This design comes from an exercise in tuning for small area, a short achievable clock period and few clock cycles on the open sky130 flow, not from production work.
Function was not checked in any run shown here: the RTL went through the layout flow alone.
No activity file was given, so power comes from the tool's default toggle rates.

==> flow/design.v <==
module DIV(
  input         clock,
  input         reset,
  output        io_in_ready,
  input         io_in_valid,
  input         io_in_bits_ctrl_flow_divw,
  input         io_in_bits_ctrl_flow_div_signed,
  input         io_in_bits_ctrl_flow_flush,
  input  [31:0] io_in_bits_ctrl_data_src1,
  input  [31:0] io_in_bits_ctrl_data_src2,
  input         io_out_ready,
  output        io_out_valid,
  output [31:0] io_out_bits_result_quotient,
  output [31:0] io_out_bits_result_remainder
);
  localparam [1:0] S_LOAD = 2'd0, S_ALIGN = 2'd1, S_ITER = 2'd2, S_DONE = 2'd3;
  function [1:0] lz2(input [1:0] v);
    lz2 = {~v[1] & ~v[0], ~v[1]};
  endfunction
  function [2:0] lz4(input [3:0] v);
    reg [1:0] h, l;
    begin
      h = lz2(v[3:2]); l = lz2(v[1:0]);
      lz4 = {h[1] & l[1], h[1], h[1] ? l[0] : h[0]};
    end
  endfunction
  function [3:0] lz8(input [7:0] v);
    reg [2:0] h, l;
    begin
      h = lz4(v[7:4]); l = lz4(v[3:0]);
      lz8 = {h[2] & l[2], h[2], h[2] ? l[1:0] : h[1:0]};
    end
  endfunction
  function [4:0] lz16(input [15:0] v);
    reg [3:0] h, l;
    begin
      h = lz8(v[15:8]); l = lz8(v[7:0]);
      lz16 = {h[3] & l[3], h[3], h[3] ? l[2:0] : h[2:0]};
    end
  endfunction
  function [5:0] lzc32(input [31:0] v);
    reg [4:0] h, l;
    begin
      h = lz16(v[31:16]); l = lz16(v[15:0]);
      lzc32 = (h[4] & l[4]) ? 6'd32 : {1'b0, h[4], h[4] ? l[3:0] : h[3:0]};
    end
  endfunction
  wire [31:0] a  = io_in_bits_ctrl_data_src1;
  wire [31:0] b  = io_in_bits_ctrl_data_src2;
  wire        sg = io_in_bits_ctrl_flow_div_signed;
  wire        go = io_in_valid & ~io_in_bits_ctrl_flow_flush;
  reg  [1:0]  state;
  reg  [32:0] X;       
  reg  [32:0] E;       
  reg  [31:0] Q;       
  reg  [4:0]  cnt;     
  reg         neg_a;   
  reg         neg_q;   
  wire        sa  = sg & a[31];
  wire        sb  = sg & b[31];
  wire        nq  = sa ^ sb;
  wire [31:0] ap  = sa ? {~a[30:0], 1'b1} : a;
  wire [31:0] bp  = b ^ {32{sb}};    
  wire        dz  = (b == 32'd0);
  wire [5:0]  lza = lzc32(ap);
  wire [5:0]  lzb = lzc32(bp);
  wire        short = (lza > lzb);    
  reg  [5:0]  la, lb;
  wire [6:0]  sfull = {1'b0, lb} - {1'b0, la};
  wire [4:0]  s   = (sfull[5] | sfull[4:0] == 5'd31) ? 5'd31 : sfull[4:0];
  wire [31:0] qdz = (sg & ~a[31]) ? 32'd1 : 32'hffffffff;
  wire        cin  = ~neg_q;
  wire [32:0] T    = X + E + {32'd0, cin};
  wire        tz   = ((X ^ E) == {(X[31:0] | E[31:0]), cin});
  wire        acc  = neg_a ? (T[32] | tz) : ~T[32];
  wire [32:0] Esh  = (E << s) | ({33{~neg_q}} & ~({33{1'b1}} << s));
  always @(posedge clock) begin
    if (reset) begin
      state <= S_LOAD;
    end else if (!go) begin
      state <= S_LOAD;
    end else begin
      case (state)
        S_LOAD:  state <= (dz | short) ? S_DONE : S_ALIGN;
        S_ALIGN: state <= (neg_q & ~acc) ? S_DONE : S_ITER;
        S_ITER:  state <= (cnt == 5'd0) ? S_DONE : S_ITER;
        default: state <= S_LOAD;
      endcase
    end
  end
  always @(posedge clock) begin
    case (state)
      S_LOAD: begin
        X     <= {sa, a};
        E     <= {b[31] & sg, b} ^ {33{~nq}};
        Q     <= dz ? qdz : 32'd0;
        la    <= lza;
        lb    <= lzb;
        neg_a <= sa;
        neg_q <= nq;
      end
      S_ALIGN: begin
        if (neg_q & acc) X <= T;
        Q <= {32{neg_q & acc}};
        E <= Esh;
        cnt <= s;
      end
      S_ITER: begin
        if (acc) X <= T;
        Q   <= {Q[30:0], acc ^ neg_q};
        E   <= {E[32], E[32:1]};
        cnt <= cnt - 5'd1;
      end
      default: ;
    endcase
  end
  assign io_in_ready = 1'b1;
  assign io_out_valid = (state == S_DONE);
  assign io_out_bits_result_quotient = Q;
  assign io_out_bits_result_remainder = X[31:0];
endmodule
==> flow/run.sh <==
#!/bin/bash
# synth_recipe.tcl (not shown) runs the flow's synth.tcl, then flattens the netlist and writes it again
# the make line also repeats each setting of config.mk as NAME=value (left out here)
make -C /OpenROAD-flow-scripts/flow DESIGN_CONFIG=/design/flow/config.mk WORK_HOME=/design/flow/orfs CLKGATE_MAP_FILE= SYNTH_SCRIPT=/design/flow/synth_recipe.tcl finish
==> flow/config.mk <==
export PLATFORM = sky130hd
export DESIGN_NAME = DIV
export DESIGN_NICKNAME = DIV
export VERILOG_FILES = /design/flow/design.v
export SDC_FILE = /design/flow/constraint.sdc
export NUM_CORES = 4
export LEC_CHECK = 0
export ABC_CLOCK_PERIOD_IN_PS = 3000
export CAP_MARGIN = 20
export CORE_MARGIN = 2
export CORE_UTILIZATION = 40
export PLACE_DENSITY = 0.6
export SETUP_SLACK_MARGIN = 4.0
export SLEW_MARGIN = 20
==> flow/constraint.sdc <==
create_clock -name core_clock -period 8.0 [get_ports {clock}]
set_input_delay 1.6000 -clock core_clock [delete_from_list [all_inputs] [get_ports {clock}]]
set_output_delay 1.6000 -clock core_clock [all_outputs]
set_load 0.01 [all_outputs]
==> results of run 1 <==
layout make-up:
| class | count | area share [%] |
|---|---|---|
| Clock buffer | 17 | 2.70 |
| Clock inverter | 15 | 0.991 |
| Inverter | 113 | 2.78 |
| Multi-Input combinational cell | 1136 | 53.8 |
| Sequential cell | 119 | 22.5 |
| Tap cell | 396 | 3.14 |
| Timing Repair Buffer | 219 | 14.1 |
kinds of logic (layout without fill, tap and decap cells):
group | after synthesis | count (layout) | share of synthesized area [%]
and+or+nand+nor | 407 | 408 | 14.8
muxes | 77 | 77 | 6.85
DFF | 119 | 119 | 28.2
adders and majority gates | 86 | 86 | 8.73
other | 1 | 1 | 0.0298
buffers and inverters | 240 | 364 | 8.61
AOI/OAI and AO/OA | 461 | 463 | 25.6
xor gates and xnor gates | 101 | 101 | 7.14
flip-flops by register name, summed over array words and instances, names as in the netlist:
name   flops
cnt        5
E         33
X         33
state      2
neg_q      1
lb         6
Q         32
neg_a      1
la         6
worst max path at each step:
stage                     slack [ps]        to  cells after the start
after global routing            3250  state[1]                     17
final                           3400  state[1]                     20
after floorplan                 3390  state[1]                     19
after global placement          1690  state[1]                     19
after detailed placement        1660  state[1]                     19
after CTS                       3330  state[1]                     20
placed cells by master, fill, tap and decap left out, types with 7 or more instances in the layout:
cell type and count:
nor4_1 10, o21ai_0 56, dlymetal6s2s_1 24, o21a_1 10
nor2_1 104, nor2b_1 11, edfxtp_1 117, a211oi_1 12
buf_6 11, a31oi_1 19, nand3_1 42, o21bai_1 7
ha_1 79, mux2_2 23, o221ai_1 15, a21o_1 58
o21ai_2 8, a211o_1 9, a22oi_1 8, a21oi_1 87
buf_4 66, mux2i_1 47, xor2_1 49, nand2b_1 11
o21ai_1 10, nor3_1 31, clkdlybuf4s50_1 101, o211ai_1 19
nand2_1 124, nand4_1 23, xnor2_1 48, inv_1 105
a221oi_1 11, a221o_1 8, o22ai_1 14, clkbuf_16 21
power by group through the flow:
| stage | logic (W) | clock network, W | registers [W] |
|---|---|---|---|
| 6_report | 0.00252 | 0.000785 | 0.000958 |
| 5_1_grt | 0.00268 | 0.000814 | 0.000967 |
| 4_1_cts | 0.00235 | 0.000790 | 0.000960 |
| 3_3_place_gp | 0.00225 | 0 | 0.000974 |
| 2_1_floorplan | 0.00166 | 0 | 0.000890 |
| 3_5_place_dp | 0.00226 | 0 | 0.000976 |
per-stage QoR:
step | instance area (µm²) | worst slack [ps]
detailed placement | 14000 | 1660
global route | 15800 | 3250
CTS | 15100 | 3330
global placement | 14000 | 1690
floorplan | 12700 | 3390
finish | 15800 | 3400
routing by layer:
layer / global-route usage (%) / vias to the layer above / part of all wire (%)
li1: - / 5732 / -
met1: 40.0 / 6134 / 43
met2: 44.2 / 697 / 45
met3: 4.17 / 96 / 8.6
met4: 9.04 / 0 / 3.3
met5: 0 / - / 0
repair_timing:
item,in CTS,in global routing
endpoints found under the setup margin,86,87
gates cloned,7,6
setup buffers,23,32
pin swaps,24,29
hold buffers,0,0
resized for setup,74,76
==> summary.md, run 1 <==
| Metric | Value |
|---|---|
| Status | finished clean |
| FFs w/ async S/R, synth | 0% |
| Worst setup path class | in2reg |
| First-pass GRT wire length | a little over 70000 µm |
| Netlist cell types | 85 |
| Logic pwr share | ~59% |
| Non-filler instance count after layout | about 2000 |
| Top cells by area, synth | edfxtp_1 28%, ha_1 8.2%, nand2_1 3.9%, mux2i_1 3.9%, a21oi_1 3.7% |
| Placed Cells | 1915 |
| Slowest CP cell | or3_4 |
| DR iter-0 viols | 1461 |
| DRT antenna net count | 0 |
| Hpwl dp | around 34000 µm |
| DRT Wirelength | just under 50000 µm |
| Final period demand of the worst path | between 4000 and 5000 ps |
| PD cells | 270 nW/µm² |
| FF/Latch Area | 3550 µm² |
| Final setup viols | 0 |
| Synth cell count leaders | 131 x nand2_1, 117 x edfxtp_1, 111 x inv_1 |
| Grt total ovfl | 0 |
| ANT cells | 0 |
| Slowest stage delay, CP | roughly 340 ps |
| Critical Path RT | 8330 ps |
| Multi-input gate area | 8480 µm² |
| Hold WC Path Type | reg2reg |
| Family with the most delay on the worst path | compound AO/OA/AOI/OAI gates |
| Final cell utilization of the core | 51.2% |
| Yosys top cell by area | edfxtp_1 |
| P_leak | 6.83 nW |
| Site Rows | 64 |
| Int Power | around 0.0022 W |
| CP cell instances | buf_2, nand2_8, clkinvlp_4, buf_12, or3_4, o32ai_4, nand2_2, nor2_4, o21ai_4, o22ai_4, ha_4, nor2b_2, o21a_1, o21a_1, o21ai_1, nand2b_1, a21oi_2, o21ai_2, a21oi_2, nor2_1 |
| Die X | 181 µm |
| Switch Pwr | 0.00204 W |
| Reg2reg end | Q[8] |
| Crit path from | io_in_bits_ctrl_data_src1[31] |
| Final hold slack | around 550 ps |
| Routed length per placed instance | approximately 24 µm |
| Synthesized Nets | 1649 |
| Net Sw Frac | 47.8% |
| Initial core utilization | 40.8% |
| Hold depth | 1 |
| Slew Limit Fails | 0 |
| Unrepaired setup endpoints after global routing | true |
| Clock network power share | between 15 and 20% |
| Port buffer count | approximately 130 |
| Post-Synthesis Cells | around 1500 |
| Initial antenna violation count | 0 |
| Clock tree buffer depth | 2 |
| H-tree depth | 4 |
| Worst vdd ir | 174 µV |
| Layout cells sized above 1 | 15.6% |
| Vias post-DR | 12659 |
| Area growth, synth to finish | 25.3% |
| CTS sink count | 119 |
| Vias per cell | 6.28 |
| IO Pins | around 140 |
| RR Startpoint | neg_q |
| Yosys Warn Count | 1 |
| Number of global-route vias before repair | 11612 |
| Primary FF master, synth | edfxtp_1 |
| Worst Max-Slew Pin Slew | 912 ps |
| CTS buffer count | 17 |
| Flop pwr share | 22.5% |
| Min-Delay Endpoint | Q[10] |
| FILL cells | ~2900 |
| Element type at the critical path end | register |
| Post-synthesis area per instance | 8.44 µm² |
| Worst R2R Setup Slack | 3900 ps |
| Worst-path maximum fanout | 9 |
| First-pass DRT Iterations | 6 |
| Number of flops mapped to enable cells by yosys | 117 |
| Die ar. | 32900 µm² |
| CTS clk-pin slew, worst paths | 60 ps |
| Total negative slack | 0 ps |
| Most common cell in the synthesized netlist | nand2_1 |
| CTS root buf | clkbuf_16 |
| Hold Fails Final Rpt | 0 |
| Core ar. | 30800 µm² |
| Final routed DRC violation total | 0 |
| Final net count | 1763 |
| Max cap viols | 0 |
| Hold Startpoint | Q[9] |
| Crit path arrival time | just under 5000 ps |
| DIE HEIGHT | roughly 180 µm |
| Worst Path Buf+Inv | 3 |
| Synth top area share | 27.9% |
| Count of state elements after synthesis | 119 |
| Fmax | approximately 220 MHz |
| Max-slew headroom | 38.9% |
| Sequential share of the synthesized area | 28.2% |
| Final period utilization | 57.5% |
| Clk latency of the worst-skew pair | 450 ps |
| Clock skew | 18.3 ps |
| Largest net degree at the start of global routing | 54 |
| Gpl congestion | about 0.94 |
| Gr usage total | 28.2% |
| Syn Std Cell Area | 12600 µm² |
| CTS tree | yes |
| R2R depth | 20 |
| Power, Total | 0.00426 W |
| Critical Path Start Type | primary input |
==> inputs of run 2 (changes only) <==
--- a/flow/design.v
+++ b/flow/design.v
@@ -72,4 +72,20 @@
   wire        cin  = ~neg_q;
-  wire [32:0] T    = X + E + {32'd0, cin};
-  wire        tz   = ((X ^ E) == {(X[31:0] | E[31:0]), cin});
+  wire [32:0] ap_p = X ^ E;
+  wire [32:0] ap_g = X & E;
+  reg  [32:0] pg_g, pg_p;
+  reg  [32:0] cg, cp;
+  integer k, d;
+  always @(*) begin
+    pg_g = {ap_g[32:1], ap_g[0] | (ap_p[0] & cin)};
+    pg_p = {ap_p[32:1], 1'b0};
+    for (d = 1; d < 33; d = d * 2) begin
+      cg = pg_g; cp = pg_p;
+      for (k = d; k < 33; k = k + 1) begin
+        pg_g[k] = cg[k] | (cp[k] & cg[k-d]);
+        pg_p[k] = cp[k] & cp[k-d];
+      end
+    end
+  end
+  wire [32:0] T    = ap_p ^ {pg_g[31:0], cin};
+  wire        tz   = &(ap_p ~^ {(X[31:0] | E[31:0]), cin});
   wire        acc  = neg_a ? (T[32] | tz) : ~T[32];
==> summary.md, run 2 <==
| Metric | Value |
|---|---|
| PD cells | 273 nW/µm² (was 270 nW/µm²) |
| Critical Path Start Type | primary input (unchanged) |
| Worst-path maximum fanout | 5 (was 9) |
| Multi-input gate area | 8630 µm² (was 8480 µm²) |
| Final net count | 1769 (was 1763) |
| Slowest CP cell | or3_4 (unchanged) |
| FILL cells | 2913 (was 2889) |
| Final period utilization | 58.6% (was 57.5%) |
| Final setup viols | 0 (unchanged) |
| Critical Path RT | 8290 ps (was 8330 ps) |
| Die X | 182 µm (was 181 µm) |
| Fmax | 213 MHz (was 217 MHz) |
| RR Startpoint | neg_q (unchanged) |
| CTS root buf | clkbuf_16 (unchanged) |
| Sequential share of the synthesized area | 28.1% (was 28.2%) |
| DIE HEIGHT | 182 µm (was 181 µm) |
| Final cell utilization of the core | 51.4% (was 51.2%) |
| Synthesized Nets | 1656 (was 1649) |
| Count of state elements after synthesis | 119 (unchanged) |
| Synth top area share | 27.8% (was 27.9%) |
| Hold WC Path Type | reg2reg (unchanged) |
| Total negative slack | 0 ps (unchanged) |
| IO Pins | 137 (unchanged) |
| CTS sink count | 119 (unchanged) |
| Gpl congestion | 0.983 (was 0.942) |
| CTS buffer count | 17 (unchanged) |
| Most common cell in the synthesized netlist | nand2_1 (unchanged) |
| FF/Latch Area | 3550 µm² (unchanged) |
| Met2 WL | 22100 µm (about the same) |
| Site Rows | 65 (was 64) |
| Family with the most delay on the worst path | compound AO/OA/AOI/OAI gates (unchanged) |
| Cts hold-fix bufs | 0 (unchanged) |
| Gr usage total | 28.6% (was 28.2%) |
| Post-Synthesis Cells | 1499 (was 1492) |
| Initial core utilization | 40.4% (was 40.8%) |
| P_leak | 6.45 nW (was 6.83 nW) |
| Element type at the critical path end | register (unchanged) |
| Vias per cell | 6.30 (was 6.28) |
| ANT cells | 0 (unchanged) |
| Clock skew | 10.8 ps (was 18.3 ps) |
| Primary FF master, synth | edfxtp_1 (unchanged) |
| Slowest stage delay, CP | 350 ps (was 340 ps) |
| Commonest non-fill, non-tap cell in the layout | edfxtp_1 (was nand2_1) |
| R2R depth | 20 (unchanged) |
| Hold depth | 2 (was 1) |
| Reg2reg end | X[5] (was Q[8]) |
| Top cells by area, synth | edfxtp_1 28%, ha_1 8.1%, xnor2_1 5.2%, a21oi_1 4.7%, o21ai_0 4.1% (was edfxtp_1 28%, ha_1 8.2%, nand2_1 3.9%, mux2i_1 3.9%, a21oi_1 3.7%) |
| Most frequent cells in the layout | 117 x edfxtp_1, 114 x nand2_1, 105 x inv_1 (was 124 x nand2_1, 117 x edfxtp_1, 105 x inv_1) |
| DRT Wirelength | 49000 µm (was 48700 µm) |
| Die ar. | 33100 µm² (was 32900 µm²) |
| H-tree depth | 4 (unchanged) |
| DRT antenna net count | 0 (unchanged) |
| First-pass GRT wire length | 72600 µm (was 71400 µm) |
| Number of flops mapped to enable cells by yosys | 117 (unchanged) |
| Yosys Warn Count | 1 (unchanged) |
| First-pass DRT Iterations | 8 (was 6) |
| Regs by FF count | E x33, X x33, Q x32 (unchanged) |
| Largest net degree at the start of global routing | 58 (was 54) |
| Non-filler instance count after layout | 2026 (was 2015) |
| Hpwl dp | 33900 µm (was 34400 µm) |
| Netlist cell types | 90 (was 85) |
| Worst setup path class | in2reg (unchanged) |
| Clock tree buffer depth | 2 (unchanged) |
| Placed Cells | 1918 (was 1915) |
| CTS clk-pin slew, worst paths | 60 ps (about the same) |
| CP cell instances | buf_6, buf_6, nand2_8, clkinvlp_4, buf_12, or3_4, o32ai_4, nand2_2, nor2_1, or3_4, o31a_1, ha_2, nor2b_4, o21a_1, o21a_1, o21ai_1, nand2b_1, a21oi_2, a31oi_4, o21ai_2, a21oi_1 (was buf_2, nand2_8, clkinvlp_4, buf_12, or3_4, o32ai_4, nand2_2, nor2_4, o21ai_4, o22ai_4, ha_4, nor2b_2, o21a_1, o21a_1, o21ai_1, nand2b_1, a21oi_2, o21ai_2, a21oi_2, nor2_1) |
| Yosys top cell by area | edfxtp_1 (unchanged) |
| FFs w/ async S/R, synth | 0% (unchanged) |
| Power, Total | 0.00439 W (was 0.00426 W) |
| Worst R2R Setup Slack | 3810 ps (was 3900 ps) |
| CTS tree | yes (unchanged) |
| Met1 WL | 21100 µm (was 20900 µm) |
| WL met3 | 4230 µm (was 4170 µm) |
| Area growth, synth to finish | 27.2% (was 25.3%) |
| Max cap viols | 0 (unchanged) |
| Clk latency of the worst-skew pair | 440 ps (was 450 ps) |
| DR iter-0 viols | 1390 (was 1461) |
| Hold Startpoint | cnt[4] (was Q[9]) |
| Port buffer count | 133 (unchanged) |
| Max Used Layer | met4 (unchanged) |
| Crit path arrival time | 4980 ps (was 4930 ps) |
| Layout cells sized above 1 | 16.6% (was 15.6%) |
| Min-Delay Endpoint | state[0] (was Q[10]) |
| Grt total ovfl | 0 (unchanged) |
| Worst Path Buf+Inv | 4 (was 3) |
| Core ar. | 31300 µm² (was 30800 µm²) |
| Syn Std Cell Area | 12600 µm² (about the same) |
| Slew Limit Fails | 0 (unchanged) |
| Routed length per placed instance | 24.2 µm (was 24.1 µm) |
| Final period demand of the worst path | 4690 ps (was 4600 ps) |
| Number of global-route vias before repair | 11811 (was 11612) |
| Final routed DRC violation total | 0 (unchanged) |
| Worst vdd ir | 154 µV (was 174 µV) |
| Status | finished clean (unchanged) |
| Initial antenna violation count | 0 (unchanged) |
| Hold Fails Final Rpt | 0 (unchanged) |
| Max-slew headroom | 38.0% (was 38.9%) |
| Unrepaired setup endpoints after global routing | true (unchanged) |
| Synth cell count leaders | 121 x nand2_1, 120 x a21oi_1, 117 x edfxtp_1 (was 131 x nand2_1, 117 x edfxtp_1, 111 x inv_1) |
| Vias post-DR | 12764 (was 12659) |
| Post-synthesis area per instance | 8.44 µm² (about the same) |
| Worst Max-Slew Pin Slew | 923 ps (was 912 ps) |
## run 2: changes by cell type in the layout (fill, tap and decap cells not counted), sizes merged, moves of 9 or more
cell,change
a21o,-38
a21oi,+24
a31oi,+11
and3,+9
buf,+9
inv,-9
nand2,-10
nor2,-32
o21ai,+32
o31ai,+10
xnor2,+24
xor2,-24
## run 2: worst max path at each step
stage | startpoint | end | slack, ps | depth (start not counted)
after CTS | io_in_bits_ctrl_data_src1[31] | state[1] | 3330 | 19
after global placement | io_in_bits_ctrl_flow_div_signed | state[1] | 1470 | 19
final | io_in_bits_ctrl_data_src1[31] | state[1] | 3310 | 21
after global routing | io_in_bits_ctrl_data_src1[31] | state[1] | 3220 | 21
after detailed placement | io_in_bits_ctrl_flow_div_signed | state[1] | 1440 | 19
after floorplan | io_in_bits_ctrl_flow_div_signed | state[1] | 3390 | 19
## run 2: logic make-up after synthesis
logic type,Yosys count,synth area share [%]
AOI/OAI and AO/OA,474,24.5
muxes,80,7.23
other,1,0.0296
DFF,119,28.1
adders and majority gates,86,8.74
buffers and inverters,248,9.16
xor gates and xnor gates,101,6.99
and+or+nand+nor,390,15.3
## run 2: area by class of cell
class	instances	share of cell area, %
repair inverters	1	0.0467
flip-flops and latches	119	22.1
well taps	402	3.13
inverters	111	2.67
clock buffers	18	2.67
multi-input cells	1137	53.6
repair buffers	225	14.5
clock inverters	13	1.27
## run 2: per-layer routing
metal | global-route usage, % | vias up
met4 | 9.66 | 0
met5 | 0 | -
li1 | - | 5764
met3 | 5.09 | 107
met2 | 43.9 | 699
met1 | 40.6 | 6194
## run 2: what timing repair did
item                       4_1_cts  5_1_grt
gates resized for setup         98       86
pin swaps                       28       30
setup buffers                   29       36
setup endpoints to repair       78       78
cloned                          10        2
## run 2: stage by stage
stage | hold WS [ps] | setup WS, ps | cell area, µm²
after CTS | 608 | 3330 | 15400
after global routing | 643 | 3220 | 16100
final | 600 | 3310 | 16100
after global placement | 574 | 1470 | 14000
after detailed placement | 605 | 1440 | 14000
after floorplan | 528 | 3390 | 12700
## run 2: tightest hold or removal path, stage by stage, from the launching register on
cell	delay, ps
edfxtp_1	350
nand3b_1	140
a21oi_1	70
## run 2: power breakdown
part | switching [W] | internal (W)
Clock | 0.000320 | 0.000550
Sequential | 0.000135 | 0.000805
Combinational | 0.00155 | 0.00104

## static timing again, ports no longer ideal
In the flow no input, the clock included, has a driving cell. The finished layouts below were timed again as built, in two steps.
Step 1, drivers: a clkbuf_16 drives clock and a buf_2 each remaining input, both assumed.
Step 2 moves the port delays by t, midway between the first and last clock arrival at a register: inputs arrive t later, outputs are due t later. That takes back most of the time a late clock gives input paths.
Slacks: ideal ports / drivers / drivers and shift; pairs: ideal ports / drivers.
| run | t (ns) | slack for setup (ns) | hold WS [ns] | worst setup path after step 2 |
|---|---|---|---|---|
| run 1 | 0.490 | 3.397 / 3.418 / 2.928 | 0.551 / 0.551 / 0.551 | input to register |
| run 2 | 0.485 | 3.311 / 3.332 / 2.847 | 0.600 / 0.600 / 0.600 | input to register |
After both steps setup and hold are still met in every run listed. For run 1, which loses most, drivers alone change the setup slack by +0.021 ns; drivers and shift together by -0.469 ns.
